What follows belongs to an exercise in optimizing a design on an open flow for small area, a short achievable clock period and few clock cycles; a production flow would make more cautious choices.
The RTL was checked by simulation tests, not by an equivalence proof against the original design.
Power is estimated from default activity; no workload was simulated.

==> inputs of trial 55 <==
==> flow/design.v <==
`timescale 1ns/100ps
module CPU(clk_i, rst_n_i, ins_i, pc_o, data_from_mem_i, MEM_ctrl_o, mem_write_addr_o, mem_write_data_o);
  input clk_i;
  input rst_n_i;
  input [32 - 1:0] ins_i;
  input [32 - 1:0] data_from_mem_i;
  output [32 - 1:0] pc_o;
  output [2 - 1:0] MEM_ctrl_o;
  output [32 - 1:0] mem_write_addr_o;
  output [32 - 1:0] mem_write_data_o;
  integer i;
  reg  [31:0] pc;
  wire [31:0] pc1 = pc + 32'd1;
  wire [31:0] if_target = pc1 + {{16{ins_i[15]}}, ins_i[15:0]};
  wire if_beq = (ins_i[31:26] == 6'b000100);
  wire if_j   = (ins_i[31:26] == 6'b000010);
  wire        mispredict;
  wire [31:0] ex_fall;
  always @(posedge clk_i) begin
    if (~rst_n_i)        pc <= 32'd0;
    else if (mispredict) pc <= ex_fall;
    else if (if_beq)     pc <= if_target;
    else if (if_j)       pc <= {pc1[31:28], 2'b00, ins_i[25:0]};
    else                 pc <= pc1;
  end
  assign pc_o = pc;
  reg        id_valid;
  reg [31:0] id_ins;
  reg [31:0] id_pc1;
  reg [31:1] id_rs_oh;
  reg [31:1] id_rt_oh;
  always @(posedge clk_i) begin
    id_valid <= rst_n_i & ~mispredict;
    id_ins   <= ins_i;
    id_pc1   <= pc1;
    for (i = 1; i < 32; i = i + 1) begin
      id_rs_oh[i] <= (ins_i[25:21] == i);
      id_rt_oh[i] <= (ins_i[20:16] == i);
    end
  end
  wire [5:0] id_op   = id_ins[31:26];
  wire [4:0] id_rs   = id_ins[25:21];
  wire [4:0] id_rt   = id_ins[20:16];
  wire [4:0] id_rd   = id_ins[15:11];
  wire [5:0] id_fn   = id_ins[5:0];
  wire       is_r    = (id_op == 6'b000000);
  wire       is_addi = (id_op == 6'b001000);
  wire       is_lw   = (id_op == 6'b100011);
  wire       is_sw   = (id_op == 6'b101011);
  wire       is_beq  = (id_op == 6'b000100);
  wire       is_imm  = is_addi | is_lw | is_sw;
  wire       r_shl = ~id_fn[5];
  wire       r_slt = id_fn[5] & id_fn[3];
  wire       r_log = id_fn[5] & ~id_fn[3] & id_fn[2];
  wire       r_and = r_log & ~id_fn[0];
  wire       r_or  = r_log & id_fn[0];
  wire       r_sub = id_fn[5] & ~id_fn[3] & ~id_fn[2] & id_fn[1];
  wire       r_add = id_fn[5] & ~id_fn[3] & ~id_fn[2] & ~id_fn[1];
  wire [4:0] id_dest = is_r ? id_rd : id_rt;
  wire       id_rw   = (is_r | is_addi | is_lw) & (id_dest != 5'd0);
  wire       id_sub  = is_beq | (is_r & (r_sub | r_slt));
  reg [31:0] rf [1:31];
  reg [31:0] rf_a, rf_b;
  always @(*) begin
    rf_a = 32'd0;
    rf_b = 32'd0;
    for (i = 1; i < 32; i = i + 1) begin
      rf_a = rf_a | ({32{id_rs_oh[i]}} & rf[i]);
      rf_b = rf_b | ({32{id_rt_oh[i]}} & rf[i]);
    end
  end
  reg        ex_rw, ex_lw, ex_sw, ex_beq;
  reg        ex_add, ex_and, ex_or, ex_slt, ex_shl, ex_cin;
  reg  [4:0] ex_dest;
  reg [31:0] ex_a, ex_x, ex_b;
  wire [31:0] ex_res;
  wire fwd_a = ex_rw & (ex_dest == id_rs);
  wire fwd_b = ex_rw & (ex_dest == id_rt);
  wire [31:0] opa = fwd_a ? ex_res : rf_a;
  wire [31:0] opb = fwd_b ? ex_res : rf_b;
  wire id_go = id_valid & rst_n_i & ~mispredict;
  always @(posedge clk_i) begin
    ex_rw  <= id_go & id_rw;
    ex_lw  <= id_go & is_lw;
    ex_sw  <= id_go & is_sw;
    ex_beq <= id_go & is_beq;
    ex_add <= is_imm | (is_r & (r_add | r_sub));
    ex_and <= is_r & r_and;
    ex_or  <= is_r & r_or;
    ex_slt <= is_r & r_slt;
    ex_shl <= is_r & r_shl;
    ex_cin <= id_sub;
    ex_dest <= id_dest;
    ex_a <= opa;
    ex_x <= is_imm ? {{16{id_ins[15]}}, id_ins[15:0]} : (opb ^ {32{id_sub}});
    ex_b <= is_beq ? id_pc1 : opb;
  end
  wire [31:0] sum = ex_a + ex_x + {31'd0, ex_cin};
  wire [31:0] shl = (|ex_a[31:5]) ? 32'd0 : (ex_x << ex_a[4:0]);
  wire [31:0] alu = ({32{ex_add}} & sum)
                  | ({32{ex_and}} & (ex_a & ex_x))
                  | ({32{ex_or}}  & (ex_a | ex_x))
                  | ({32{ex_slt}} & {31'd0, sum[31]})
                  | ({32{ex_shl}} & shl);
  assign ex_res = ex_lw ? data_from_mem_i : alu;
  assign mispredict = ex_beq & (sum != 32'd0);
  assign ex_fall    = ex_b;
  always @(posedge clk_i) begin
    for (i = 1; i < 32; i = i + 1)
      if (ex_rw && ex_dest == i) rf[i] <= ex_res;
  end
  assign MEM_ctrl_o       = {ex_sw, ex_lw};
  assign mem_write_addr_o = sum;
  assign mem_write_data_o = ex_b;
endmodule
==> flow/run.sh <==
#!/bin/bash
# synth_recipe.tcl (not shown) runs the flow's synth.tcl, then flattens the netlist and writes it again
# the make line also repeats each setting of config.mk as NAME=value (left out here)
make -C /OpenROAD-flow-scripts/flow DESIGN_CONFIG=/design/flow/config.mk WORK_HOME=/design/flow/orfs CLKGATE_MAP_FILE= SYNTH_SCRIPT=/design/flow/synth_recipe.tcl finish
==> flow/config.mk <==
export PLATFORM = sky130hd
export DESIGN_NAME = CPU
export DESIGN_NICKNAME = CPU
export VERILOG_FILES = /design/flow/design.v
export SDC_FILE = /design/flow/constraint.sdc
export NUM_CORES = 4
export LEC_CHECK = 0
export CAP_MARGIN = 20
export CORE_MARGIN = 2
export CORE_UTILIZATION = 40
export SLEW_MARGIN = 20
==> flow/constraint.sdc <==
create_clock -name core_clock -period 8.5 [get_ports {clk_i}]
set_input_delay 1.7000 -clock core_clock [delete_from_list [all_inputs] [get_ports {clk_i}]]
set_output_delay 1.7000 -clock core_clock [all_outputs]
set_load 0.01 [all_outputs]
==> trial 18 (differences from trial 55) <==
==> flow/design.v (replaced) <==
`timescale 1ns/100ps
module adder(a_i, b_i, c_i, s_o);
  input  [31:0] a_i;
  input  [31:0] b_i;
  input         c_i;
  output [31:0] s_o;
  reg [31:0] p, g, gn, pn;
  integer l, k, j;
  always @(*) begin
    p = a_i ^ b_i;
    g = a_i & b_i;
    g[0] = g[0] | (p[0] & c_i);    
    pn = p;
    for (l = 0; l < 5; l = l + 1) begin
      gn = g;
      for (k = 0; k < 32; k = k + 1)
        if ((k >> l) & 1) begin
          j = ((k >> l) << l) - 1;
          gn[k] = g[k] | (pn[k] & g[j]);
        end
      for (k = 31; k >= 0; k = k - 1)
        if ((k >> l) & 1) begin
          j = ((k >> l) << l) - 1;
          pn[k] = pn[k] & pn[j];
        end
      g = gn;
    end
  end
  assign s_o = p ^ {g[30:0], c_i};
endmodule
`timescale 1ns/100ps
module CPU(clk_i, rst_n_i, ins_i, pc_o, data_from_mem_i, MEM_ctrl_o, mem_write_addr_o, mem_write_data_o);
  input clk_i;
  input rst_n_i;
  input [32 - 1:0] ins_i;
  input [32 - 1:0] data_from_mem_i;
  output [32 - 1:0] pc_o;
  output [2 - 1:0] MEM_ctrl_o;
  output [32 - 1:0] mem_write_addr_o;
  output [32 - 1:0] mem_write_data_o;
  integer i;
  reg  [31:0] pc;
  wire [31:0] pc1 = pc + 32'd1;
  wire [31:0] if_target;
  adder target_adder(.a_i(pc1), .b_i({{16{ins_i[15]}}, ins_i[15:0]}), .c_i(1'b0), .s_o(if_target));
  wire if_beq = (ins_i[31:26] == 6'b000100);
  wire if_j   = (ins_i[31:26] == 6'b000010);
  wire        mispredict;
  reg  [31:0] id_pc1;
  always @(posedge clk_i) begin
    if (~rst_n_i)        pc <= 32'd0;
    else if (mispredict) pc <= id_pc1;
    else if (if_beq)     pc <= if_target;
    else if (if_j)       pc <= {pc1[31:28], 2'b00, ins_i[25:0]};
    else                 pc <= pc1;
  end
  assign pc_o = pc;
  reg        id_valid;
  wire [4:0] id_dest;
  wire       id_rw_go;
  reg [31:0] id_ins;
  reg [31:1] id_rs_oh;
  reg [31:1] id_rt_oh;
  reg  id_fwd_a, id_fwd_b;
  wire nx_fwd_a = id_rw_go & (id_dest == ins_i[25:21]);
  wire nx_fwd_b = id_rw_go & (id_dest == ins_i[20:16]);
  always @(posedge clk_i) begin
    id_valid <= rst_n_i & ~mispredict;
    id_ins   <= ins_i;
    id_pc1   <= pc1;
    id_fwd_a <= nx_fwd_a;
    id_fwd_b <= nx_fwd_b;
    for (i = 1; i < 32; i = i + 1) begin
      id_rs_oh[i] <= (ins_i[25:21] == i) & ~nx_fwd_a;
      id_rt_oh[i] <= (ins_i[20:16] == i) & ~nx_fwd_b;
    end
  end
  wire [5:0] id_op   = id_ins[31:26];
  wire [4:0] id_rs   = id_ins[25:21];
  wire [4:0] id_rt   = id_ins[20:16];
  wire [4:0] id_rd   = id_ins[15:11];
  wire [5:0] id_fn   = id_ins[5:0];
  wire       is_r    = (id_op == 6'b000000);
  wire       is_addi = (id_op == 6'b001000);
  wire       is_lw   = (id_op == 6'b100011);
  wire       is_sw   = (id_op == 6'b101011);
  wire       is_beq  = (id_op == 6'b000100);
  wire       is_imm  = is_addi | is_lw | is_sw;
  wire       id_go   = id_valid & rst_n_i;
  wire       r_shl = ~id_fn[5];
  wire       r_slt = id_fn[5] & id_fn[3];
  wire       r_log = id_fn[5] & ~id_fn[3] & id_fn[2];
  wire       r_and = r_log & ~id_fn[0];
  wire       r_or  = r_log & id_fn[0];
  wire       r_sub = id_fn[5] & ~id_fn[3] & ~id_fn[2] & id_fn[1];
  wire       r_add = id_fn[5] & ~id_fn[3] & ~id_fn[2] & ~id_fn[1];
  assign     id_dest = is_r ? id_rd : id_rt;
  wire       id_rw   = (is_r | is_addi | is_lw) & (id_dest != 5'd0);
  assign     id_rw_go = id_go & id_rw;
  wire       id_sub  = is_r & (r_sub | r_slt);
  wire       sel_add = is_imm | (is_r & (r_add | r_sub));
  wire       sel_and = is_r & r_and;
  wire       sel_or  = is_r & r_or;
  wire       sel_slt = is_r & r_slt;
  wire       sel_shl = is_r & r_shl;
  reg [31:0] rf [1:31];
  reg [31:0] rf_a, rf_b;
  always @(*) begin
    rf_a = 32'd0;
    rf_b = 32'd0;
    for (i = 1; i < 32; i = i + 1) begin
      rf_a = rf_a | ({32{id_rs_oh[i]}} & rf[i]);
      rf_b = rf_b | ({32{id_rt_oh[i]}} & rf[i]);
    end
  end
  reg        wb_rw, wb_lw, wb_sw;
  reg  [4:0] wb_dest;
  reg [31:0] wb_alu, wb_sd;
  wire [31:0] wb_res = wb_lw ? data_from_mem_i : wb_alu;
  wire [31:0] opa = rf_a | ({32{id_fwd_a}} & wb_res);
  wire [31:0] opb = rf_b | ({32{id_fwd_b}} & wb_res);
  wire [31:0] srcb = is_imm ? {{16{id_ins[15]}}, id_ins[15:0]} : opb;
  wire [31:0] sum;
  adder alu_adder(.a_i(opa), .b_i(srcb ^ {32{id_sub}}), .c_i(id_sub), .s_o(sum));
  wire [31:0] shl  = (|opa[31:5]) ? 32'd0 : (opb << opa[4:0]);
  wire [31:0] alu  = ({32{sel_add}} & sum)
                   | ({32{sel_and}} & (opa & opb))
                   | ({32{sel_or}}  & (opa | opb))
                   | ({32{sel_slt}} & {31'd0, sum[31]})
                   | ({32{sel_shl}} & shl);
  assign mispredict = id_valid & is_beq & (opa != opb);
  always @(posedge clk_i) begin
    wb_rw   <= id_rw_go;
    wb_lw   <= id_go & is_lw;
    wb_sw   <= id_go & is_sw;
    wb_dest <= id_dest;
    wb_alu  <= alu;
    wb_sd   <= opb;
  end
  always @(posedge clk_i) begin
    for (i = 1; i < 32; i = i + 1)
      if (wb_rw && wb_dest == i) rf[i] <= wb_res;
  end
  assign MEM_ctrl_o       = {wb_sw, wb_lw};
  assign mem_write_addr_o = wb_alu;
  assign mem_write_data_o = wb_sd;
endmodule
--- a/flow/config.mk
+++ b/flow/config.mk
@@ -10,2 +10,3 @@
 export CORE_UTILIZATION = 40
+export SETUP_SLACK_MARGIN = 5
 export SLEW_MARGIN = 20
==> run notes <==
	trial 18	trial 55
Number of sinks on the clock net	1220	1262
Sequential share of cell area	52.04%	54.34%
Chip height	372.7 um	379 um
Crit path time final	5.004 ns	6.652 ns
Clock network fraction of total power	38.7%	39.1%
Result of the run	no timing/DRC/antenna violations	no timing/DRC/antenna violations
Place WS	1.748 ns	2.681 ns
Area of all sequential standard cells	34580 um^2	35300 um^2
Largest stage delay on the critical path	0.83 ns	0.92 ns
Design area	66460 um^2	64960 um^2
Share of the synthesized area in compound gates (AO/OA/AOI/OAI)	18.63%	20.54%
Number of storage elements in the synthesis netlist	1220	1262
Crit path buffers/inverters	5	2
Fin cells	6324	6474
Testbench counts of trial 55, summed over its fixed seeds: cycles 112,812.
Testbench counts of trial 18, summed over its fixed seeds: cycles 107,105.

-- port drivers added, routing unchanged --
No port has a modelled driver above. Below, the same layouts with a new extraction and two added sets of constraints.
Step 1 sets driving cells, clkbuf_16 on the clock port and buf_2 on the other inputs (assumed; they add their load-dependent delay and slew).
Step 2 moves the port delays by t, midway between the first and last clock arrival at a register: inputs arrive t later, outputs are due t later. That takes back most of the time a late clock gives input paths.
Slacks: no drivers / after step 1 / after step 2; pairs: no drivers / after step 1.
run | t, ns | setup WS [ns] | hold slack, ns | clock arrival spread, ns | slew at the worst register clock pin (ns)
trial 55 | 0.845 | 1.848 / 1.766 / 2.611 | 0.419 / 0.419 / 0.419 | 0.045 / 0.044 | 0.07 / 0.07
trial 18 | 0.861 | 3.496 / 3.496 / 2.668 | 0.465 / 0.465 / 0.465 | 0.044 / 0.043 | 0.07 / 0.07
After both steps every run listed still meets setup and hold. The setup slack of trial 18, which loses most, moves by 0.000 ns with the drivers and by -0.828 ns with both steps.
